Source: an optimization exercise on an open RTL-to-GDS flow (aim: small area). Production flows keep margins and buffers that such runs may drop. Function was checked by simulation only, so behaviour that the tests miss may differ from the original. Power and IR drop assume default switching activity.

==> flow/run.sh <==
#!/bin/bash
# synth_recipe.tcl (not shown) runs the flow's synth.tcl, then flattens the netlist and writes it again
# the make line also repeats each setting of config.mk as NAME=value (left out here)
make -C /OpenROAD-flow-scripts/flow DESIGN_CONFIG=/design/flow/config.mk WORK_HOME=/design/flow/orfs CLKGATE_MAP_FILE= SYNTH_SCRIPT=/design/flow/synth_recipe.tcl finish
==> flow/config.mk <==
export PLATFORM = sky130hd
export DESIGN_NAME = clock_project_top
export DESIGN_NICKNAME = clock_project_top
export VERILOG_FILES = /design/flow/design.v
export SDC_FILE = /design/flow/constraint.sdc
export NUM_CORES = 4
export LEC_CHECK = 0
export CAP_MARGIN = 20
export CORE_MARGIN = 2
export CORE_UTILIZATION = 40
export SLEW_MARGIN = 20
==> flow/constraint.sdc <==
create_clock -name core_clock -period 20.0 [get_ports {CLK100MHZ}]
set_input_delay 4.0000 -clock core_clock [delete_from_list [all_inputs] [get_ports {CLK100MHZ}]]
set_output_delay 4.0000 -clock core_clock [all_outputs]
set_load 0.01 [all_outputs]
==> flow/design.v <==
`timescale 1ns / 1ps
module debouncer(
        input btn,
        input clk,
        input por,
        output d_btn
        );
    reg delay1, delay2, delay3;
    always @(posedge clk)
    if (por)
    begin
        delay1 <= 1'b0;
        delay2 <= 1'b0;
        delay3 <= 1'b0;
    end
    else
    begin
        delay1 <= btn;
        delay2 <= delay1;
        delay3 <= delay2;
    end
    assign d_btn = delay1 & delay2 & ~delay3;
endmodule
`timescale 1ns / 1ps
module hexled(
    input [5:0] val,
    input rst,
    output [5:0] led
); 
    reg [5:0] disp;
    always @(*) 
        begin
            if (rst)
                disp <= 6'b0;   
            else
                disp <= val;       
        end
    assign led = disp;    
endmodule
`timescale 1ns / 1ps
module hex7seg #(
    parameter CNT_W = 18
) (
    input [31:0] val,
    input cclk, rst, por,
    output [7:0] seg,  
    output [7:0] dig   
);
    reg [CNT_W-1:0] cnt; 
    always @(posedge cclk)  
        if (rst | por) 
           cnt <= {CNT_W{1'b0}};
        else 
           cnt <= cnt + 1;
    wire [2:0] mpx;
    assign mpx = cnt[CNT_W-1:CNT_W-3];
    assign dig = 8'b00000001 << mpx; 
    reg [3:0] digit;
    always @(*) 
        case(mpx)
            3'b000: digit = val[3:0];     
            3'b001: digit = val[7:4];     
            3'b010: digit = val[11:8];    
            3'b011: digit = val[15:12];   
            3'b100: digit = val[19:16];   
            3'b101: digit = val[23:20];   
            3'b110: digit = val[27:24];   
            3'b111: digit = val[31:28];   
        endcase
    reg [7:0] disp;
    wire dp;
    assign dp = ~(mpx == 3'b010 || mpx == 3'b110);
    always @(*) 
        case(digit)
            4'h0: disp = {dp, 7'b0000001};  
            4'h1: disp = {dp, 7'b1001111};  
            4'h2: disp = {dp, 7'b0010010};  
            4'h3: disp = {dp, 7'b0000110};  
            4'h4: disp = {dp, 7'b1001100};  
            4'h5: disp = {dp, 7'b0100100};  
            4'h6: disp = {dp, 7'b0100000};  
            4'h7: disp = {dp, 7'b0001111};  
            4'h8: disp = {dp, 7'b0000000};  
            4'h9: disp = {dp, 7'b0000100};  
            default: disp = 8'hFF; 
        endcase
    assign seg = disp;
endmodule
`timescale 1ns / 1ps
module rategen #(
        parameter CLK_FREQ = 100_000_000
    ) (
        input clk, rst, por,
        output cy
    );
    reg [29:0] Q;  
    always @(posedge clk) 
        begin 
            if (rst | cy | por) 
                Q <= 0;
             else 
                Q <= Q + 1;
       end
    assign cy = (Q == CLK_FREQ - 1);
endmodule
`timescale 1ns / 1ps
module bcd_unit_counter #(
        parameter R = 0, N = 59, D = 0
    ) (
        input clk, rst, por,
        input ce, 
        input load_en,
        input [5:0] load_data,       
        output [5:0] q,
        output cout
    );
    reg [5:0] q_reg;
    wire q_reg_cout;
  always @(posedge clk) 
        if (por)
            q_reg <= 6'd0;
        else if (rst)
            q_reg <= D;
        else if (load_en)
            q_reg <= load_data;
        else if (ce) 
            if (q_reg_cout)
                q_reg <= R;
            else
                q_reg <= q_reg + 1;
    assign q_reg_cout = (q_reg == N); 
    assign q = q_reg;
    assign cout = q_reg_cout;
endmodule
`timescale 1ns / 1ps
module day_counter(
        input clk,
        input rst,
        input por,
        input ce,              
        input [3:0] month_tens,
        input [3:0] month_units,input load_en,
        input [4:0] load_day,
        output reg [3:0] du,   
        output reg [3:0] dt,   
        output reg cout        
    );
    reg [4:0] max_days; 
    wire [5:0] current_day; 
    assign current_day = dt*10 + du;
    always @(*)
        case({month_tens, month_units})
            8'h01, 8'h03, 8'h05, 8'h07, 8'h08, 8'h10, 8'h12: max_days = 31;
            8'h04, 8'h06, 8'h09, 8'h11: max_days = 30;
            8'h02: max_days = 28; 
            default: max_days = 28;
        endcase
    always @(posedge clk) 
        begin
            if (por)
                begin
                    du <= 4'd0;
                    dt <= 4'd0;
                    cout <= 0;
                end
            else if (rst) 
                begin
                    du <= 4'd7;
                    dt <= 4'd1;
                    cout <= 0;
                end 
            else if (load_en)
                begin
                    du <= load_day % 10;
                    dt <= load_day / 10;
                    cout <= 0;
                end
            else if (ce) 
                begin
                    if (current_day == max_days) 
                        begin
                            du <= 4'd1;
                            dt <= 4'd0;
                            cout <= 1;
                        end
                    else
                        begin
                            cout <= 0;
                            if (du == 4'd9) 
                                begin
                                    du <= 4'd0;
                                    dt <= dt + 1;
                                end 
                            else
                                du <= du + 1;
                        end
                end
        end
endmodule
`timescale 1ns / 1ps
module time_core #(
        parameter CLK_FREQ = 100_000_000,
        parameter CNT_W = 18
    ) (
        input clk,
        input rst,
        input por,
        input load_settings,       
        input [5:0] load_sec,
        input [5:0] load_min,
        input [4:0] load_hour,
        input [4:0] load_day,
        input [3:0] load_month,
        output [3:0] actual_month,
        output [4:0] actual_day, actual_hour,
        output [5:0] actual_min, actual_sec,       
        output [7:0] segm,   
        output [7:0] dign,
        output [5:0] led
    );
    wire [5:0] sec, min, l;
        wire [4:0] hour;  
        wire [3:0] month;  
    wire [31:0] hex;
    wire [7:0] seg, dig;
    wire day_ce, hour_ce, min_ce, sec_ce;
    wire [3:0] mot, mou, dt, du, ht, hu, mit, miu;
    wire ce;
    rategen #(.CLK_FREQ(CLK_FREQ)) rategenerator(.clk(clk), .rst(rst), .por(por), .cy(ce));
    bcd_unit_counter #(0, 59, 0) counter_sec (
        .clk(clk), 
        .rst(rst), 
        .por(por),
        .ce(ce),
        .load_en(load_settings),
        .load_data(load_sec),
        .q(sec), 
        .cout(sec_ce)
    );
    bcd_unit_counter #(0, 59, 20) counter_min (
        .clk(clk), 
        .rst(rst), 
        .por(por),
        .ce(ce&sec_ce),
        .load_en(load_settings),
        .load_data(load_min),
        .q(min), 
        .cout(min_ce)
    );        
   bcd_unit_counter #(0, 23, 4) counter_hour (
        .clk(clk), 
        .rst(rst), 
        .por(por),
        .ce(ce&sec_ce&min_ce),
        .load_en(load_settings),
        .load_data({1'b0, load_hour}),
        .q(hour), 
        .cout(hour_ce)
    );
    day_counter day_counter (
        .clk(clk),
        .rst(rst),
        .por(por),
        .ce(ce&sec_ce&min_ce&hour_ce),
        .load_en(load_settings),
        .load_day(load_day),
        .month_tens(mot),
        .month_units(mou),
        .du(du),
        .dt(dt),
        .cout(day_ce)
    );
     bcd_unit_counter #(1, 12, 8) counter_month (
        .clk(clk), 
        .rst(rst), 
        .por(por),
        .ce(ce&sec_ce&min_ce&hour_ce&day_ce),
        .load_en(load_settings),
        .load_data({2'b0, load_month}), 
        .q(month), 
        .cout()
    );
    hex7seg #(.CNT_W(CNT_W)) segdecoder ( 
        .val(hex), 
        .cclk(clk), 
        .rst(rst), 
        .por(por),
        .seg(seg), 
        .dig(dig)
    );
    hexled seconds_display (
        .val(sec),
        .rst(rst),
        .led(l)    
    );
    assign miu = min % 10;
    assign mit = min / 10;
    assign hu = hour % 10;
    assign ht = hour / 10;
    assign mou = month % 10;
    assign mot = month / 10;
    assign actual_month = month;
    assign actual_day   = dt * 10 + du;
    assign actual_hour  = hour;
    assign actual_min   = min;
    assign actual_sec  = sec;
    assign hex = { mot, mou, dt, du, ht, hu, mit, miu };
    assign segm = seg;
    assign dign = ~dig; 
    assign led = l;
endmodule
`timescale 1ns / 1ps
module set_control #(
        parameter CNT_W = 18,
        parameter BLINK_BIT = 25
    ) (
        input clk,
        input por,
        input rst, ent, ret, bstep,
        input is_alarm_going_off,
        input [5:0] sw,
        output [7:0] segm, dign,
        output [5:0] led,
        output set_done,
        output [5:0] out_sec,
        output [5:0] out_min,
        output [4:0] out_hour,
        output [4:0] out_day,
        output [3:0] out_month
    );
    parameter MONTHS  = 3'b000;
    parameter DAYS    = 3'b001;
    parameter HOURS   = 3'b010;
    parameter MINUTES = 3'b011;
    parameter SECONDS = 3'b100;
    parameter DONE    = 3'b101;
    reg done;
    reg [2:0] state;
    reg [5:0] set_sec, set_min;
    reg [4:0] set_hour, set_day;
    reg [3:0] set_month;
    reg [5:0] disp_sec, disp_min;
    reg [4:0] disp_hour, disp_day;
    reg [3:0] disp_month;
    wire [31:0] hex;
    wire [7:0] seg, dig;
    wire [3:0] mot, mou, dt, du, ht, hu, mit, miu;
    wire [5:0] seconds;
    always @(posedge clk)
        begin 
            if (por)
                begin
                    state <= MONTHS;
                    done  <= 0;
                    set_month <= 0;
                    set_day <= 0;
                    set_hour <= 0;
                    set_min <= 0;
                    set_sec <= 0;
                end
            else if (rst) 
                begin
                    state <= MONTHS;
                    done  <= 0;
                    set_month <= 1; 
                    set_day <= 1;
                    set_hour <= 0; 
                    set_min <= 0; 
                    set_sec <= 0;
                end
            else 
                begin
                    if (ret)
                        state <= MONTHS;
                    else if (bstep) 
                        begin
                            case (state)
                                MONTHS:  state <= MONTHS;
                                DAYS:    state <= MONTHS;
                                HOURS:   state <= DAYS;
                                MINUTES: state <= HOURS;
                                SECONDS: state <= MINUTES;
                                DONE:    state <= SECONDS;
                            endcase
                        end            
                    else if (ent && is_alarm_going_off == 0)
                        begin
                            case (state)
                                MONTHS: 
                                    begin 
                                        set_month <= sw[3:0];
                                        if (set_month > 12) 
                                            set_month <= 12;
                                        else if (set_month < 1) 
                                            set_month <= 1;
                                        state <= DAYS;
                                    end
                                DAYS: 
                                    begin
                                        set_day <= sw[4:0];
                                        if (set_day < 1) 
                                            set_day <= 1;
                                        else
                                            begin
                                                case (set_month)
                                                    4'd1, 4'd3, 4'd5, 4'd7, 4'd8, 4'd10, 4'd12: 
                                                        set_day <= (set_day > 31) ? 31 : set_day;
                                                    4'd4, 4'd6, 4'd9, 4'd11: 
                                                        set_day <= (set_day > 30) ? 30 : set_day;
                                                    4'd2: 
                                                        set_day <= (set_day > 28) ? 28 : set_day;                      
                                                    default:
                                                        set_day <= (set_day > 28) ? 28 : set_day;
                                                endcase
                                            end
                                        state <= HOURS;
                                    end  
                                HOURS: 
                                    begin 
                                        set_hour <= (sw[4:0] > 23) ? 23 : sw[4:0];
                                        state <= MINUTES;
                                    end
                                MINUTES: 
                                    begin
                                        set_min <= (sw[5:0] > 59) ? 59 : sw[5:0];
                                        state <= SECONDS;
                                    end
                                SECONDS: 
                                    begin
                                        set_sec <= (sw[5:0] > 59) ? 59 : sw[5:0];
                                        state <= DONE;
                                    end
                                DONE:
                                    begin
                                        done <= 1;
                                        state <= MONTHS;
                                    end
                            endcase 
                        end
                    else
                        done <= 0;
                end
        end
    reg [BLINK_BIT:0] blink_cnt;
    wire blink_enable;
    reg [7:0] dig_mask;
    always @(posedge clk) 
        begin
            if (por)
                blink_cnt <= 0;
            else
                blink_cnt <= blink_cnt + 1;
        end
    assign blink_enable = blink_cnt[BLINK_BIT];
    always @(*)
        begin 
            disp_month = (set_month < 1) ? 1 : set_month; 
            disp_day   = (set_day < 1) ? 1 : set_day; 
            disp_hour  = set_hour;
            disp_min   = set_min;
            disp_sec   = set_sec;
            dig_mask   = 8'b11111111;
            begin
                case (state)
                    MONTHS: 
                        begin
                            disp_month = sw[3:0];
                            if (disp_month > 12) disp_month = 12;
                            else if (disp_month < 1) disp_month = 1;
                            if (blink_enable) dig_mask = 8'b00111111;
                            else dig_mask = 8'b11111111;
                        end
                    DAYS: 
                        begin
                            disp_day = sw[4:0];
                            if (disp_day < 1) disp_day = 1;
                            else
                                begin
                                    case (disp_month)
                                        4'd1, 4'd3, 4'd5, 4'd7, 4'd8, 4'd10, 4'd12: 
                                            disp_day = (disp_day > 31) ? 31 : disp_day;
                                        4'd4, 4'd6, 4'd9, 4'd11: 
                                            disp_day = (disp_day > 30) ? 30 : disp_day;
                                        4'd2: 
                                            disp_day = (disp_day > 28) ? 28 : disp_day;                      
                                        default:
                                            disp_day = (disp_day > 28) ? 28 : disp_day;
                                    endcase
                                end
                            if (blink_enable) dig_mask = 8'b11001111;
                            else dig_mask = 8'b11111111;
                        end
                    HOURS: 
                        begin
                            disp_hour = (sw[4:0] > 23) ? 23 : sw[4:0]; 
                            if (blink_enable) dig_mask = 8'b11110011;
                            else dig_mask = 8'b11111111;
                        end
                    MINUTES: 
                        begin
                            disp_min = (sw[5:0] > 59) ? 59 : sw[5:0];
                            if (blink_enable) dig_mask = 8'b11111100;
                            else dig_mask = 8'b11111111;
                        end
                    SECONDS:
                        begin
                            disp_sec = (sw[5:0] > 59) ? 59 : sw[5:0];
                            if (blink_enable) disp_sec = 6'b0;
                            else dig_mask = 8'b11111111; 
                        end
                    default: dig_mask = 8'b11111111;
                endcase 
            end
        end
        hex7seg #(.CNT_W(CNT_W)) segdecoder ( 
            .val(hex), 
            .cclk(clk), 
            .rst(rst), 
            .por(por),
            .seg(seg), 
            .dig(dig)
        );
        hexled seconds_display (
            .val(seconds),
            .rst(rst),
            .led(led)    
        );
        assign miu = disp_min % 10;
        assign mit = disp_min / 10;
        assign hu  = disp_hour % 10;
        assign ht  = disp_hour / 10;
        assign du  = disp_day % 10;
        assign dt  = disp_day / 10;
        assign mou = disp_month % 10;
        assign mot = disp_month / 10;
        assign out_sec   = set_sec;
        assign out_min   = set_min;
        assign out_hour  = set_hour;
        assign out_day   = set_day;
        assign out_month = set_month;
        assign hex = { mot, mou, dt, du, ht, hu, mit, miu };
        assign segm = seg;
        assign dign = ~(dig & dig_mask);
        assign set_done = done;
        assign seconds  = disp_sec;
endmodule
`timescale 1ns / 1ps
module RGB_controller #(
        parameter CLK_FREQ = 100_000_000
    ) (
        input  GCLK,  
        input  por,
        input  [3:0] alarm_state_in,  
        output reg [2:0] RGB_LED_1_O, 
        output reg [2:0] RGB_LED_2_O
    );
    parameter [7:0] MAX_BRIGHTNESS = 8'd4;
    parameter ALARM_IDLE_MODE   = 4'b1000;  
    parameter ALARM_ACTIVE_MODE = 4'b1001;  
    parameter ALARM_WAKE_MODE   = 4'b1010;  
    localparam [7:0]  WINDOW       = 8'b11111111;
    localparam [19:0] DELTA_COUNT_MAX = CLK_FREQ / 100;
    localparam [25:0] BLINK_COUNT_MAX = CLK_FREQ / 2;
    localparam [8:0]  VAL_COUNT_MAX = 9'b101111111;
    reg [7:0]  windowcount;
    reg [19:0] deltacount;
    reg [8:0]  valcount;
    reg [7:0] incVal;
    reg [7:0] decVal;
    reg [7:0] redVal, greenVal, blueVal;
    reg [7:0] redVal2, greenVal2, blueVal2;
    reg [25:0] blink_counter; 
    reg blink_enable;
    always @(posedge GCLK) begin
        if (por)
            windowcount <= 0;
        else if (windowcount < WINDOW)
            windowcount <= windowcount + 1;
        else
            windowcount <= 0;
    end
    always @(posedge GCLK) begin
        if (por)
            deltacount <= 0;
        else if (deltacount < DELTA_COUNT_MAX)
            deltacount <= deltacount + 1;
        else
            deltacount <= 0;
    end
    always @(posedge GCLK) begin
        if (por)
            valcount <= 0;
        else if (deltacount == 0) begin
            if (valcount < VAL_COUNT_MAX)
                valcount <= valcount + 1;
            else
                valcount <= 0;
        end
    end
    always @(*) begin
        incVal = {1'b0, valcount[6:0]};
        decVal[7] = 1'b0;
        decVal[6:0] = ~valcount[6:0];
    end
    always @(posedge GCLK) begin
        if (por) begin
            blink_counter <= 0;
            blink_enable <= 1'b0;
        end
        else if (blink_counter < BLINK_COUNT_MAX)  
            blink_counter <= blink_counter + 1;
        else begin
            blink_counter <= 0;
            blink_enable <= ~blink_enable; 
        end
    end
    always @(*) begin
        redVal   = 8'd0;
        greenVal = 8'd0;
        blueVal  = 8'd0;
        case (alarm_state_in)
            ALARM_WAKE_MODE: begin  
                if (blink_enable)
                    begin
                        redVal   = 8'hFF;
                        greenVal = 8'd0;
                        blueVal  = 8'd0;
                    end
            end
            ALARM_ACTIVE_MODE: begin  
                case (valcount[8:7])
                    2'b00: begin
                        redVal   = (incVal   > MAX_BRIGHTNESS) ? MAX_BRIGHTNESS : incVal;
                        greenVal = (decVal   > MAX_BRIGHTNESS) ? MAX_BRIGHTNESS : decVal;
                        blueVal  = 8'd0;
                    end
                    2'b01: begin
                        redVal   = (decVal   > MAX_BRIGHTNESS) ? MAX_BRIGHTNESS : decVal;
                        greenVal = 8'd0;
                        blueVal  = (incVal   > MAX_BRIGHTNESS) ? MAX_BRIGHTNESS : incVal;
                    end
                    default: begin
                        redVal   = 8'd0;
                        greenVal = (incVal   > MAX_BRIGHTNESS) ? MAX_BRIGHTNESS : incVal;
                        blueVal  = (decVal   > MAX_BRIGHTNESS) ? MAX_BRIGHTNESS : decVal;
                    end
                endcase 
            end
            default: begin 
            end
        endcase
        redVal2   = redVal;
        greenVal2 = greenVal;
        blueVal2  = blueVal;
    end
    always @(posedge GCLK) begin
        if (por) begin
            RGB_LED_1_O <= 3'b000;
            RGB_LED_2_O <= 3'b000;
        end else begin
        RGB_LED_1_O[2] <= (redVal   > windowcount);
        RGB_LED_1_O[1] <= (greenVal > windowcount);
        RGB_LED_1_O[0] <= (blueVal  > windowcount);
        RGB_LED_2_O[2] <= (redVal2   > windowcount);
        RGB_LED_2_O[1] <= (greenVal2 > windowcount);
        RGB_LED_2_O[0] <= (blueVal2  > windowcount);
        end
    end
endmodule
`timescale 1ns / 1ps
module alarm_control #(
        parameter CLK_FREQ = 100_000_000,
        parameter CNT_W = 18,
        parameter BLINK_BIT = 25
    ) (
        input clk,
        input por,
        input rst, ent, ret, bstep,
        input [4:0] uart_alarm_hour, 
        input [5:0] uart_alarm_minute,
        input is_uart_set,
        input [5:0] sw,
        input [4:0] actual_hour,
        input [5:0] actual_min, actual_sec,
        output [7:0] segm, dign,
        output alm_set_done,
        output is_alarm_going_off,
        output [2:0] rgb_led_1, rgb_led_2
    );
    parameter ALARM_SET_HOURS   = 4'b0000;
    parameter ALARM_SET_MINUTES = 4'b0001;
    parameter ALARM_SET_DONE    = 4'b0010;
    parameter ALARM_IDLE_MODE   = 4'b1000; 
    parameter ALARM_ACTIVE_MODE = 4'b1001; 
    parameter ALARM_WAKE_MODE   = 4'b1010;
    reg [3:0] alarm_state; 
    reg [3:0] set_state;  
    reg alm_set_done_flag;
    wire ent_wake_off_pulse;
    wire is_alarm_going_off_w;
    wire is_alarm_time;
    wire [2:0] rgb_l_1, rbg_l_2;
    wire [31:0] hex; 
    wire [7:0] seg, dig;
    wire [3:0] ht, hu, mt, mu;
    reg [5:0] alm_min;
    reg [4:0] alm_hour;
    reg [5:0] display_min;
    reg [4:0] display_hour;
    reg ent_prev, bstep_prev;
    wire ent_pulse, bstep_pulse;
    assign ent_pulse = ent && ~ent_prev;
    assign bstep_pulse = bstep && ~bstep_prev;
    assign alm_set_done = alm_set_done_flag;
    assign is_alarm_going_off = (alarm_state == ALARM_WAKE_MODE);
    assign is_alarm_time = (alarm_state == ALARM_ACTIVE_MODE) &&
                           (actual_hour == alm_hour) && 
                           (actual_min == alm_min) &&
                           (actual_sec == 6'd0);
    assign ent_wake_off_pulse = (alarm_state == ALARM_WAKE_MODE) ? ent_pulse : 1'b0;
    always @(posedge clk)
        begin 
            if (rst | por) 
                begin
                    set_state   <= ALARM_SET_HOURS;
                    alarm_state <= ALARM_IDLE_MODE;
                    alm_hour    <= 4'd0; 
                    alm_min     <= 6'd0;
                    alm_set_done_flag <= 1'b0;
                    ent_prev <= 1'b0;
                    bstep_prev <= 1'b0;
                end
            else
                begin
                    ent_prev <= ent;
                    bstep_prev <= bstep;
                    alm_set_done_flag <= 1'b0;
                    if (is_alarm_time) begin
                        alarm_state <= ALARM_WAKE_MODE;
                    end
                    else if (ent_wake_off_pulse) begin
                        alarm_state <= ALARM_IDLE_MODE;
                    end
                    else if ((alarm_state == ALARM_IDLE_MODE) && ent_pulse) begin
                        alarm_state <= ALARM_SET_HOURS;
                        set_state   <= ALARM_SET_HOURS;
                    end
                    else if (is_uart_set) begin
                        alm_hour <= uart_alarm_hour;
                        alm_min  <= uart_alarm_minute;
                        alarm_state <= ALARM_ACTIVE_MODE; 
                    end
                    else begin
                        case (alarm_state)
                            ALARM_IDLE_MODE: begin
                            end
                            ALARM_SET_HOURS, ALARM_SET_MINUTES, ALARM_SET_DONE: begin
                                if (ret) begin
                                    alarm_state <= ALARM_IDLE_MODE; 
                                    set_state   <= ALARM_SET_HOURS;
                                end
                                else if (bstep_pulse)
                                    begin
                                        case (set_state)
                                            ALARM_SET_HOURS:   set_state <= ALARM_SET_HOURS;
                                            ALARM_SET_MINUTES: set_state <= ALARM_SET_HOURS;
                                            ALARM_SET_DONE:    set_state <= ALARM_SET_MINUTES;
                                        endcase 
                                    end
                                else if (ent_pulse)
                                    begin
                                        case (set_state)
                                            ALARM_SET_HOURS: 
                                                begin
                                                    alm_hour <= (sw[4:0] > 23) ? 23 : sw[4:0];
                                                    set_state <= ALARM_SET_MINUTES;
                                                end
                                            ALARM_SET_MINUTES:
                                                begin
                                                    alm_min  <= (sw[5:0] > 59) ? 59 : sw[5:0];
                                                    set_state <= ALARM_SET_DONE;
                                                end
                                            ALARM_SET_DONE:
                                                begin 
                                                    alarm_state <= ALARM_ACTIVE_MODE;
                                                    set_state   <= ALARM_SET_HOURS;
                                                    alm_set_done_flag <= 1'b1;
                                                end 
                                        endcase 
                                    end
                            end 
                            ALARM_ACTIVE_MODE: begin
                                if (ret)
                                    alarm_state <= ALARM_IDLE_MODE;
                            end
                            ALARM_WAKE_MODE: begin
                            end
                            default: alarm_state <= ALARM_IDLE_MODE;
                        endcase
                    end
                end
        end
    reg [BLINK_BIT:0] blink_cnt;
    wire blink_enable;
    reg [7:0] dig_mask;
    always @(posedge clk) 
        begin
            if (por)
                blink_cnt <= 0;
            else
                blink_cnt <= blink_cnt + 1;
        end
    assign blink_enable = blink_cnt[BLINK_BIT];
    always @(*)
        begin 
            if (alarm_state >= ALARM_SET_HOURS && alarm_state <= ALARM_SET_DONE) begin
                display_hour = alm_hour;
                display_min  = alm_min;
            end else begin
                display_hour = alm_hour;
                display_min  = alm_min;
            end
            dig_mask = 8'b11111111;
            if (alarm_state >= ALARM_SET_HOURS && alarm_state <= ALARM_SET_DONE) begin 
                case (set_state)
                    ALARM_SET_HOURS:
                        begin 
                            display_hour = (sw[4:0] > 23) ? 23 : sw[4:0]; 
                            if (blink_enable)
                                dig_mask = 8'b11110011; 
                            else
                                dig_mask = 8'b11111111;
                        end
                    ALARM_SET_MINUTES: 
                        begin
                            display_min  = (sw[5:0]) > 59 ? 59 : sw[5:0];
                            if (blink_enable)
                                dig_mask = 8'b11111100;
                            else
                                dig_mask = 8'b11111111;
                        end
                    default: dig_mask = 8'b11111111;
                endcase 
            end
        end
        hex7seg #(.CNT_W(CNT_W)) segdecoder ( 
            .val(hex), 
            .cclk(clk), 
            .rst(rst), 
            .por(por),
            .seg(seg), 
            .dig(dig)
        );
        RGB_controller #(.CLK_FREQ(CLK_FREQ)) RGB_contoller(
            .GCLK(clk),
            .por(por),
            .alarm_state_in(alarm_state), 
            .RGB_LED_1_O(rgb_led_1), 
            .RGB_LED_2_O(rgb_led_2)
        );
        assign mu = display_min % 10;
        assign mt = display_min / 10;
        assign hu = display_hour % 10;
        assign ht = display_hour / 10;
        assign hex = { 16'hFFFF, ht, hu, mt, mu };
        assign segm = seg;
        assign dign = ~(dig & dig_mask);
endmodule
`timescale 1ns / 1ps
module uart_rx #(
            parameter CLK_FREQ = 100_000_000,
            parameter BAUD_RATE = 9600
        )(
            input clk,
            input rst,
            input por,
            input rx_in,       
            output reg [7:0] rx_data, 
            output reg rx_done,     
            output reg rx_error     
    );
    localparam OVERSAMPLE = 16; 
    localparam CLK_PER_OS = CLK_FREQ / (BAUD_RATE * OVERSAMPLE); 
    reg [15:0] os_counter;
    reg os_tick;
    always @(posedge clk) begin
        if (rst | por) begin
            os_counter <= 0;
            os_tick <= 0;
        end else begin
            if (os_counter == CLK_PER_OS - 1) begin
                os_counter <= 0;
                os_tick <= 1;
            end else begin
                os_counter <= os_counter + 1;
                os_tick <= 0;
            end
        end
    end
    localparam IDLE = 3'd0;
    localparam START_BIT = 3'd1;
    localparam DATA_BITS = 3'd2;
    localparam STOP_BIT = 3'd3;
    reg [2:0] state;
    reg [3:0] bit_count;
    reg [7:0] data_buffer;
    reg [3:0] os_bit_count; 
    reg rx_in_r;
    always @(posedge clk)
        if (por)
            rx_in_r <= 1'b1;
        else
            rx_in_r <= rx_in;
    always @(posedge clk) begin
        rx_done <= 1'b0;
        rx_error <= 1'b0;
        if (por) begin
            state <= IDLE;
            bit_count <= 0;
            data_buffer <= 0;
            os_bit_count <= 0;
            rx_data <= 0;
        end else if (rst) begin
            state <= IDLE;
        end else if (os_tick) begin
            case (state)
                IDLE: begin
                    if (rx_in_r == 1'b0) begin
                        state <= START_BIT;
                        os_bit_count <= 1;
                    end
                end
                START_BIT: begin
                    if (os_bit_count == OVERSAMPLE / 2) begin 
                        if (rx_in_r == 1'b0) begin 
                            state <= DATA_BITS;
                            os_bit_count <= 0;
                            bit_count <= 0;
                            data_buffer <= 0;
                        end else begin
                            state <= IDLE;
                        end
                    end else begin
                        os_bit_count <= os_bit_count + 1;
                    end
                end
                DATA_BITS: begin
                    if (os_bit_count == OVERSAMPLE - 1) begin
                        data_buffer <= {rx_in_r, data_buffer[7:1]};
                        os_bit_count <= 0;
                        if (bit_count == 7) begin
                            state <= STOP_BIT;
                        end else begin
                            bit_count <= bit_count + 1;
                        end
                    end else begin
                        os_bit_count <= os_bit_count + 1;
                    end
                end
                STOP_BIT: begin
                    if (os_bit_count == OVERSAMPLE - 1) begin
                        if (rx_in_r == 1'b1) begin
                            rx_data <= data_buffer;
                            rx_done <= 1'b1;
                            state <= IDLE;
                        end else begin
                            rx_error <= 1'b1;
                            state <= IDLE;
                        end
                    end else begin
                        os_bit_count <= os_bit_count + 1;
                    end
                end
            endcase
        end
    end
endmodule
`timescale 1ns / 1ps
module uart_tx #(
        parameter CLK_FREQ = 100_000_000, 
        parameter BAUD_RATE = 9600         
    ) (
        input clk,           
        input rst,           
        input por,
        input tx_start,      
        input [7:0] tx_data,  
        output tx_busy,       
        output reg tx         
    );
    localparam BAUD_CNT_MAX = (CLK_FREQ / BAUD_RATE) - 1; 
    localparam [2:0] 
        IDLE  = 3'd0,
        START = 3'd1,
        DATA  = 3'd2,
        STOP  = 3'd3;
    reg [2:0] state;
    reg [$clog2(BAUD_CNT_MAX):0] baud_cnt; 
    reg [3:0] bit_cnt;                    
    reg [7:0] data_reg;                    
    wire baud_tick = (baud_cnt == BAUD_CNT_MAX);
    assign tx_busy = (state != IDLE);
    always @(posedge clk) begin
        if (por)
            begin
                state <= IDLE;
                tx    <= 1'b1;
                baud_cnt <= 0;
                bit_cnt <= 0;
                data_reg <= 0;
            end
        else if (rst) 
            begin
                state <= IDLE;
                tx    <= 1'b1; 
                baud_cnt <= 0;
                bit_cnt <= 0;
            end 
        else 
            begin
                if (state != IDLE) 
                    begin
                        if (baud_tick) 
                            baud_cnt <= 0;
                        else
                            baud_cnt <= baud_cnt + 1;
                    end 
                else 
                    begin
                        baud_cnt <= 0;
                    end
            case (state)
                IDLE: begin
                    tx <= 1'b1; 
                    if (tx_start) begin
                        data_reg <= tx_data; 
                        bit_cnt <= 0;
                        state <= START;       
                    end
                end
                START: begin
                    tx <= 1'b0; 
                    if (baud_tick) begin
                        state <= DATA;
                    end
                end
                DATA: begin
                    tx <= data_reg[0]; 
                    if (baud_tick) begin
                        data_reg <= data_reg >> 1; 
                        bit_cnt <= bit_cnt + 1;
                        if (bit_cnt == 7) begin
                            state <= STOP;
                        end
                    end
                end
                STOP: begin
                    tx <= 1'b1;
                    if (baud_tick) begin
                        state <= IDLE;
                    end
                end
                default: state <= IDLE;
            endcase
        end
    end
endmodule
`timescale 1ns / 1ps
module clock_project_top (
        input CLK100MHZ, 
        input por_n,
        input btn_rst, btn_set, btn_alm, btn_ent, btn_ret, btn_bstep,
        input [5:0] SW,
        input  rx,
        output tx,
        output reg [7:0] a_to_g,
        output reg [7:0] an,
        output reg [5:0] LED,
        output [2:0] I_RGB_LED, II_RGB_LED
    );
    localparam CLK_FREQ  = 307_200;
    localparam CNT_W     = 10;
    localparam BLINK_BIT = 18;
    wire por = ~por_n;
    parameter CLOCK = 2'b00;
    parameter SET   = 2'b01;
    parameter ALARM = 2'b10;
    parameter IDLE     = 3'b000;
    parameter MONTHS   = 3'b001;
    parameter DAYS     = 3'b010;
    parameter HOURS    = 3'b011;
    parameter MINUTES  = 3'b100;
    parameter SECONDS  = 3'b101;
    parameter ALARM_HOURS    = 3'b110;
    parameter ALARM_MINUTES  = 3'b111;
    parameter TX_IDLE  = 3'b000;
    parameter TX_MARKER= 3'b001;
    parameter TX_TYPE  = 3'b110;  
    parameter TX_VALUE = 3'b111;
    reg [1:0] mode;
    reg [1:0] next_mode;
    wire set_done, alm_set_done;
    wire is_alarm_going_off_w;
    wire [5:0] actual_min, actual_sec; 
    wire [4:0] actual_day, actual_hour;
    wire [3:0] actual_month;
    reg [3:0] month_reg;
    reg [4:0] day_reg;
    reg [4:0] hour_reg;
    reg [5:0] min_reg;
    reg [5:0] sec_reg;
    wire month_change = (actual_month != month_reg);
    wire day_change   = (actual_day   != day_reg);
    wire hour_change  = (actual_hour  != hour_reg);
    wire min_change   = (actual_min   != min_reg);
    wire sec_change   = (actual_sec   != sec_reg);
    reg is_uart_alarm_set;
    reg [4:0] uart_alarm_hour;
    reg [5:0] uart_alarm_minute;
    reg [3:0] new_month;
    reg [4:0] new_day;
    reg [4:0] new_hour;
    reg [5:0] new_minute;
    reg [5:0] new_second;
    reg [2:0] tx_state;
    reg [7:0] tx_type_r;
    reg [7:0] tx_value_r;
    reg uart_tx_start; 
    reg [7:0] uart_data_to_send;   
    wire uart_tx_busy;
    reg [2:0] uart_rx_state; 
    reg uart_set_pulse;
    wire [7:0] rx_data;
    wire rx_data_valid;
    reg final_load_time_en;
    reg [3:0] final_load_month;
    reg [4:0] final_load_day;
    reg [4:0] final_load_hour;
    reg [5:0] final_load_min;
    reg [5:0] final_load_sec;
    wire [5:0] set_sec, set_min;
    wire [4:0] set_hour, set_day;
    wire [3:0] set_month;
    wire btn_set_d, btn_alm_d, btn_ent_d, btn_ret_d, btn_bstep_d;
    reg btn_rst_time, btn_ent_set, btn_rst_set, btn_bstep_set, btn_bstep_alm, btn_ent_alm, btn_rst_alm;
    wire [7:0] seg_time, seg_set, seg_alarm;
    wire [7:0] dig_time, dig_set, dig_alarm;
    wire [5:0] led_time, led_set, led_alarm;
    reg load_settings_reg;
    reg set_done_prev, alm_set_done_prev;
    wire set_done_pulse, alm_set_done_pulse; 
    assign set_done_pulse = set_done & ~set_done_prev; 
    assign alm_set_done_pulse = alm_set_done & ~alm_set_done_prev;
    always @(posedge CLK100MHZ)        
        if (por)
        begin
            set_done_prev <= 1'b0;
            alm_set_done_prev <= 1'b0;
            mode <= CLOCK;
            load_settings_reg <= 1'b0;
        end
        else
        begin            
            set_done_prev <= set_done;
            alm_set_done_prev <= alm_set_done; 
            mode <= next_mode;
            if (set_done_pulse)
                load_settings_reg <= 1'b1;
            else 
                load_settings_reg <= 1'b0;
        end
    always @(*)
        begin
            next_mode     = mode;
            btn_rst_time  = 1'b0; 
            btn_ent_set   = 1'b0;
            btn_rst_set   = 1'b0;
            btn_bstep_set = 1'b0;
            btn_bstep_alm = 1'b0;
            btn_ent_alm   = 1'b0;
            btn_rst_alm   = 1'b0;
            final_load_time_en = load_settings_reg;
            final_load_month   = set_month;
            final_load_day     = set_day;
            final_load_hour    = set_hour;
            final_load_min     = set_min;
            final_load_sec     = set_sec;
            a_to_g = seg_time; 
            an     = dig_time;
            LED    = led_time;
            if (uart_set_pulse) begin
                final_load_time_en = 1'b1;
                final_load_month = new_month;
                final_load_day   = new_day;
                final_load_hour  = new_hour;
                final_load_min   = new_minute;
                final_load_sec   = new_second;
            end
            case (mode) 
                CLOCK: begin
                    btn_rst_time  = ~btn_rst; 
                    if (btn_set_d) 
                        next_mode = SET; 
                    else if (btn_alm_d)
                        next_mode = ALARM; 
                end
                SET: begin
                    btn_ent_set   = btn_ent_d;  
                    btn_rst_set   = ~btn_rst;    
                    btn_bstep_set = btn_bstep_d; 
                    a_to_g = seg_set;
                    an     = dig_set;
                    LED    = led_set;
                    if (set_done_pulse) 
                        next_mode = CLOCK;
                    else if (btn_ret_d) 
                        next_mode = CLOCK;
                    else if (~btn_rst)
                        next_mode = CLOCK;
                end
                ALARM: begin
                    btn_bstep_alm = btn_bstep_d; 
                    btn_rst_alm   = ~btn_rst;
                    btn_ent_alm   = btn_ent_d;
                    a_to_g = seg_alarm;
                    an     = dig_alarm;
                    LED    = 6'b0;
                    if (alm_set_done_pulse) 
                        next_mode = CLOCK; 
                    else if (btn_ret_d)
                        next_mode = CLOCK;
                    else if (~btn_rst)
                        next_mode = CLOCK;
                end
                default: begin
                    next_mode = CLOCK;
                end
            endcase
        end
    always @(posedge CLK100MHZ) 
        if (por)
        begin
            uart_set_pulse <= 1'b0;
            is_uart_alarm_set <= 1'b0;
            uart_rx_state <= IDLE;
            new_month <= 4'h0;
            new_day <= 5'h0;
            new_hour <= 5'h0;
            new_minute <= 6'h0;
            new_second <= 6'h0;
            uart_alarm_hour <= 5'h0;
            uart_alarm_minute <= 6'h0;
        end
        else
        begin
            uart_set_pulse <= 1'b0;
            is_uart_alarm_set <= 1'b0;
            if (rx_data_valid) 
                begin
                    case (uart_rx_state)
                        IDLE: begin
                            if (rx_data == 8'hAA) begin
                                uart_rx_state <= MONTHS;
                            end
                            else if (rx_data == 8'hBB) begin 
                                uart_rx_state <= ALARM_HOURS;
                            end
                        end
                        MONTHS: begin
                            if (rx_data >= 8'd1 && rx_data <= 8'd12) begin 
                                new_month <= rx_data;
                                uart_rx_state <= DAYS;
                            end else begin
                                uart_rx_state <= IDLE; 
                            end
                        end
                        DAYS: begin 
                            if (rx_data >= 8'd1 && rx_data <= 8'd31) begin
                                new_day <= rx_data;
                                uart_rx_state <= HOURS;
                            end else begin
                                uart_rx_state <= IDLE; 
                            end
                        end
                        HOURS: begin
                            if (rx_data < 8'd24) begin 
                                new_hour <= rx_data;
                                uart_rx_state <= MINUTES;
                            end else begin
                                uart_rx_state <= IDLE; 
                            end
                        end
                        MINUTES: begin 
                            if (rx_data < 8'd60) begin
                                new_minute <= rx_data;
                                uart_rx_state <= SECONDS; 
                            end else begin
                                uart_rx_state <= IDLE; 
                            end
                        end
                        SECONDS: begin
                            if (rx_data < 8'd60) begin
                                new_second <= rx_data;
                                uart_set_pulse <= 1'b1;
                                uart_rx_state <= IDLE;
                            end else begin
                                uart_rx_state <= IDLE; 
                            end
                        end
                        ALARM_HOURS: begin
                            if (rx_data < 8'd24) begin 
                                uart_alarm_hour <= rx_data;
                                uart_rx_state <= ALARM_MINUTES;
                            end else begin
                                uart_rx_state <= IDLE; 
                            end
                        end
                        ALARM_MINUTES: begin
                            if (rx_data < 8'd60) begin 
                                uart_alarm_minute <= rx_data;
                                is_uart_alarm_set <= 1'b1;
                                uart_rx_state <= IDLE;
                            end else begin
                                uart_rx_state <= IDLE; 
                            end
                        end                        
                        default: uart_rx_state <= IDLE;
                    endcase
                end
        end
    always @(posedge CLK100MHZ) 
        begin
            if (por)
                begin
                    uart_tx_start <= 1'b0;
                    tx_state <= TX_IDLE;
                    tx_type_r <= 8'b0;
                    tx_value_r <= 8'b0;
                    uart_data_to_send <= 8'b0;
                    month_reg <= 4'd0;
                    day_reg   <= 5'd0;
                    hour_reg  <= 5'd0;
                    min_reg   <= 6'd0;
                    sec_reg   <= 6'd0;
                end
            else if (~btn_rst) 
                begin
                    uart_tx_start <= 1'b0;
                    tx_state <= TX_IDLE;
                    month_reg <= 4'd0;
                    day_reg   <= 5'd0;
                    hour_reg  <= 5'd0;
                    min_reg   <= 6'd0;
                    sec_reg   <= 6'd0;
                end 
           else
                begin
                    if (~uart_tx_busy) begin 
                        case (tx_state)
                            TX_IDLE: begin
                                if (month_change) begin
                                    tx_type_r <= 8'hB4; 
                                    tx_value_r <= {4'b0000, actual_month};
                                    tx_state <= TX_TYPE;
                                    month_reg <= actual_month;
                                end
                                else if (day_change) begin
                                    tx_type_r <= 8'hB3; 
                                    tx_value_r <= {3'b000, actual_day};
                                    tx_state <= TX_TYPE;
                                    day_reg <= actual_day;
                                end
                                else if (hour_change) begin
                                    tx_type_r <= 8'hB2; 
                                    tx_value_r <= {3'b000, actual_hour};
                                    tx_state <= TX_TYPE;
                                    hour_reg <= actual_hour;
                                end
                                else if (min_change) begin
                                    tx_type_r <= 8'hB1; 
                                    tx_value_r <= {2'b00, actual_min};
                                    tx_state <= TX_TYPE;
                                    min_reg <= actual_min;
                                end
                                else if (sec_change) begin
                                    tx_type_r <= 8'hB0; 
                                    tx_value_r <= {2'b00, actual_sec};
                                    tx_state <= TX_TYPE;
                                    sec_reg <= actual_sec;
                                end
                            end
                            TX_TYPE: begin
                                uart_data_to_send <= tx_type_r;
                                uart_tx_start <= 1'b1;
                                tx_state <= TX_MARKER;
                            end
                            TX_MARKER: begin
                                uart_data_to_send <= 8'hBE;
                                uart_tx_start <= 1'b1;
                                tx_state <= TX_VALUE;
                            end
                            TX_VALUE: begin 
                                uart_data_to_send <= tx_value_r;
                                uart_tx_start <= 1'b1;
                                tx_state <= TX_IDLE;
                            end
                            default: tx_state <= TX_IDLE;
                        endcase
                    end
                else
                    uart_tx_start <= 1'b0;
            end
        end
    debouncer enter_debouncer(.btn(btn_ent), .clk(CLK100MHZ), .por(por), .d_btn(btn_ent_d));
    debouncer set_debouncer(.btn(btn_set), .clk(CLK100MHZ), .por(por), .d_btn(btn_set_d));
    debouncer alarm_debouncer(.btn(btn_alm), .clk(CLK100MHZ), .por(por), .d_btn(btn_alm_d));
    debouncer return_debouncer(.btn(btn_ret), .clk(CLK100MHZ), .por(por), .d_btn(btn_ret_d));
    debouncer back_step_debouncer(.btn(btn_bstep), .clk(CLK100MHZ), .por(por), .d_btn(btn_bstep_d));
    time_core #(.CLK_FREQ(CLK_FREQ), .CNT_W(CNT_W)) time_core(
        .clk(CLK100MHZ),
        .por(por),
        .rst(btn_rst_time),
        .load_settings(final_load_time_en), 
        .load_sec(final_load_sec),
        .load_min(final_load_min),
        .load_hour(final_load_hour),
        .load_day(final_load_day),
        .load_month(final_load_month),
        .actual_month(actual_month),
        .actual_day(actual_day),    
        .actual_hour(actual_hour),
        .actual_min(actual_min),
        .actual_sec(actual_sec),
        .segm(seg_time),
        .dign(dig_time),
        .led(led_time)
    );
    set_control #(.CNT_W(CNT_W), .BLINK_BIT(BLINK_BIT)) set_control (
        .clk(CLK100MHZ), 
        .por(por),
        .rst(btn_rst_set), 
        .ent(btn_ent_set),
        .ret(btn_ret_d),
        .bstep(btn_bstep_set),
        .is_alarm_going_off(is_alarm_going_off_w),
        .sw(SW),
        .segm(seg_set), 
        .dign(dig_set),
        .led(led_set),
        .set_done(set_done),
        .out_sec(set_sec),
        .out_min(set_min),
        .out_hour(set_hour),
        .out_day(set_day),
        .out_month(set_month)
    );
    alarm_control #(.CLK_FREQ(CLK_FREQ), .CNT_W(CNT_W), .BLINK_BIT(BLINK_BIT)) alarm_control(
        .clk(CLK100MHZ),
        .por(por),
        .rst(btn_rst_alm), 
        .ent(btn_ent_alm),
        .ret(btn_ret_d),
        .bstep(btn_bstep_alm),
        .actual_hour(actual_hour),
        .actual_min(actual_min),
        .actual_sec(actual_sec),
        .uart_alarm_hour(uart_alarm_hour),
        .uart_alarm_minute(uart_alarm_minute),
        .is_uart_set(is_uart_alarm_set),
        .sw(SW),
        .segm(seg_alarm), 
        .dign(dig_alarm),
        .alm_set_done(alm_set_done),
        .is_alarm_going_off(is_alarm_going_off_w),
        .rgb_led_1(I_RGB_LED),
        .rgb_led_2(II_RGB_LED)
    );
    uart_rx #(
            .CLK_FREQ  (CLK_FREQ),
            .BAUD_RATE (9600)
        ) uart_rx (
            .clk(CLK100MHZ),
            .rst(1'b0), 
            .por(por),
            .rx_in(rx),           
            .rx_data(rx_data),       
            .rx_done(rx_data_valid)
    );
    uart_tx #(
            .CLK_FREQ(CLK_FREQ), 
            .BAUD_RATE(9600)
        ) uart_tx (
            .clk(CLK100MHZ),        
            .rst(~btn_rst),         
            .por(por),
            .tx_start(uart_tx_start),
            .tx_data(uart_data_to_send),
            .tx_busy(uart_tx_busy),
            .tx(tx)                 
    );
endmodule
==> impl_metrics.toml <==
[layout]
drive_above_1_share = 0.06213
regMostFlops = "time_core.rategenerator.Q"
largest_reg_flops = 30
synthToLayoutAreaGrowth_pct = 10.51
top_regs = "time_core.rategenerator.Q: 30 flops, alarm_control.RGB_contoller.blink_counter: 26 flops, alarm_control.RGB_contoller.deltacount: 20 flops"
nFillCells = 5965
final_nets = 3138

[global_routing]
grt_max_degree = 76
busiest_layer = "met2"
antenna_found_initial = 1
grtUsageMet1 = 0.2820
first_global_vias = 20410
grt.met2_usage = 0.3400
grt_first_pass_wirelength_um = 108900
gr-total-overflow = 0
grtUsageTotal = 0.2098
grt_use_met3 = 0.03117

[logic_synthesis]
avgSynthCellArea_um2 = 7.956
synth-async-reset-ratio = 0
ys_types = 110
synthCells = 3069
yosys_warnings = 17
synth_ff_type = "dfxtp_1"
post-synth-top-count-cell = "nor2_1"
synth_area_leaders = "dfxtp_1, nor2_1, ha_1, mux2i_1, nand2_1"
ys_seq_elements = 419
synth_top_area_share = 0.3435
synth_commonest_cells = "nor2_1, dfxtp_1, nand2_1, a21oi_1, o21ai_0"
synth_top_cell_by_area = "dfxtp_1"
syn_area_um2 = 24420
ys_seq_area_frac = 0.3435
synth_edf_count = 0

[pwr]
p_per_area_nw_per_um2 = 73.12
p_leak_uw = 0.009970
power_uw = 1973
ir_drop_mv = 0.06956

[die]
row_count = 90
die_x_um = 251.1
die_y_um = 251.1
io_pins = 44
fp.coreArea_um2 = 60360
initial_core_util = 0.4045
dieArea_um2 = 63040

[setup_path]
cp.arrival_ps = 9320
crit_required_ps = 16000
reg2reg_to = "time_core.day_counter.du[2]"
critPathLaunchType = "primary input"
ff2ff_setup_slack_ps = 15820
r2r-start = "time_core.rategenerator.Q[0]"
crit_start = "SW[3]"
critical_path_class = "in2out"
crit_path_max_fanout = 31
ff2ff_path_depth = 12
crit_path_end_kind = "primary output"
endpoint = "a_to_g[1]"

[drt]
num_vias = 21730
drtAntennaViolNets = 0
wire_per_inst_um = 17.63
viasPerCell = 5.657
routed_wl_um = 67740
drc = 0
firstDrtPassIters = 5
drt_iter0_drc = 1427

[clocking]
hold_buffers = 0
path_clk_slew_ps = 70
cts_tree = "done"
cts_resized = 0
cts_root_buf = "clkbuf_16"
cts.htree.levels = 2
cts.sinks = 419
cts_buffer_depth = 3
numCtsBuffers = 47
post_cts_buffers = 0
clock_latency_ps = 600

[sta]
hold_violations = 0
period_share = 0.6660
clock.fmax_mhz = 75.08
tightest_slew_ps = 1099
fin_setup_tns_ps = 0
setup_viol = 0
rsz0062_at_grt = "false"
report.final.slew_viol_count = 0
fin_worst_skew_ps = 30.82
fin_crit_ps = 13320
slew_headroom = 0.2676

[placed_design]
io_buffers = 43
dpl.hpwl_um = 48500
place_congestion = 0.9308

[worst_hold_path]
hold_path_class = "reg2reg"

[run_status]
status = "complete, no violations"

[run]
drv_cap = 0
## critical path: stages
cell and delay, ps:
clkdlybuf4s50_1 450, buf_4 320, nor2b_1 330, nand3_1 150
nand3_1 220, o21a_1 150, ha_1 220, inv_1 70
a221oi_1 90, a311oi_2 450, nor2_1 180, or3_1 330
o211a_1 140, ha_1 300, a221oi_1 300, o21ai_1 150
nor2_1 260, o31a_1 210, a21bo_1 230, a31oi_1 170
clkdlybuf4s50_1 550
## power breakdown
| part | total, uW | internal (uW) | switching, uW | leakage [uW] |
|---|---|---|---|---|
| clock network | 931 | 562 | 369 | 0.000828 |
| logic | 175 | 69.8 | 106 | 0.00575 |
| registers | 867 | 851 | 16.3 | 0.00339 |
| total | 1970 | 1480 | 490 | 0.00997 |
## cell usage in the layout, fill, tap and decap left out, types with 48 or more instances in the layout
cell / count
a21oi_1: 190
xnor2_1: 76
ha_1: 102
nand3_1: 135
nor2_1: 444
dfxtp_1: 419
clkbuf_16: 48
o21ai_0: 144
nor3_1: 60
xor2_1: 107
inv_1: 90
mux2i_1: 110
nand2_1: 269
and3_1: 59
## per-stage QoR
step	hold slack, ps	cells	utilization	setup slack (ps)	area [um2]
floorplan	382.8	3092	-	8382	24500
global placement	405.0	3753	0.4190	6744	25290
detailed placement	410.6	3753	0.4190	6710	25290
CTS	420.8	3840	0.4468	6694	26970
global route	445.3	3840	0.4470	6233	26980
finish	424.3	3841	0.4471	6680	26980
## metal layers
metal	vias to the layer above	wire length, um
li1	10730	-
met5	-	0
met3	133	3855
met1	10290	31060
met4	0	2380
met2	581	30440
## worst min path at each step
stage / slack [ps] / cells after the start / to / from
final: 420 / 1 / load_settings_reg / set_done_prev
after global routing: 450 / 1 / load_settings_reg / set_done_prev
after CTS: 420 / 1 / load_settings_reg / set_done_prev
after detailed placement: 410 / 1 / load_settings_reg / set_done_prev
after global placement: 400 / 1 / load_settings_reg / set_done_prev
after floorplan: 380 / 1 / load_settings_reg / set_done_prev
## kinds of logic after synthesis
logic type | after synthesis | synth area share
other cells | 1 | 0.0001536
buf+inv | 280 | 0.04637
fa+ha+maj | 104 | 0.05350
xor+xnor | 183 | 0.06564
simple gates | 1298 | 0.2586
compound gates | 659 | 0.1788
flops | 419 | 0.3435
mux | 125 | 0.05339
## cell type report
cell class / count / area, um2 / share of cell area
Clock buffer: 60 / 1326 / 0.04915
Clock inverter: 27 / 352.8 / 0.01308
Sequential cell: 419 / 8388 / 0.3109
Timing Repair Buffer: 64 / 583.1 / 0.02161
Antenna cell: 1 / 2.502 / 0.00009274
Multi-Input combinational cell: 2393 / 14990 / 0.5556
Tap cell: 782 / 978.4 / 0.03626
Inverter: 95 / 359.1 / 0.01331

-- afterwards: timing with drivers on the ports --
The results above use ideal ports. As a check the final layout listed here was re-extracted and re-timed, cells and wires unchanged. Step 1 sets driving cells, clkbuf_16 on the clock port and buf_2 on the other inputs (assumed; they add their load-dependent delay and slew). Step 2 moves the port delays by t, midway between the first and last clock arrival at a register: inputs arrive t later, outputs are due t later. That takes back most of the time a late clock gives input paths. a / b / c = ideal / step 1 / step 2; a / b = the first two.
shift t [ns]: 0.641
slack for setup (ns): 6.680 / 6.658 / 6.658
latest minus earliest clock arrival (ns): 0.031 / 0.031
After both steps this run still meets setup and hold. The setup slack of this run moves by -0.022 ns with the drivers and by -0.022 ns with both steps.
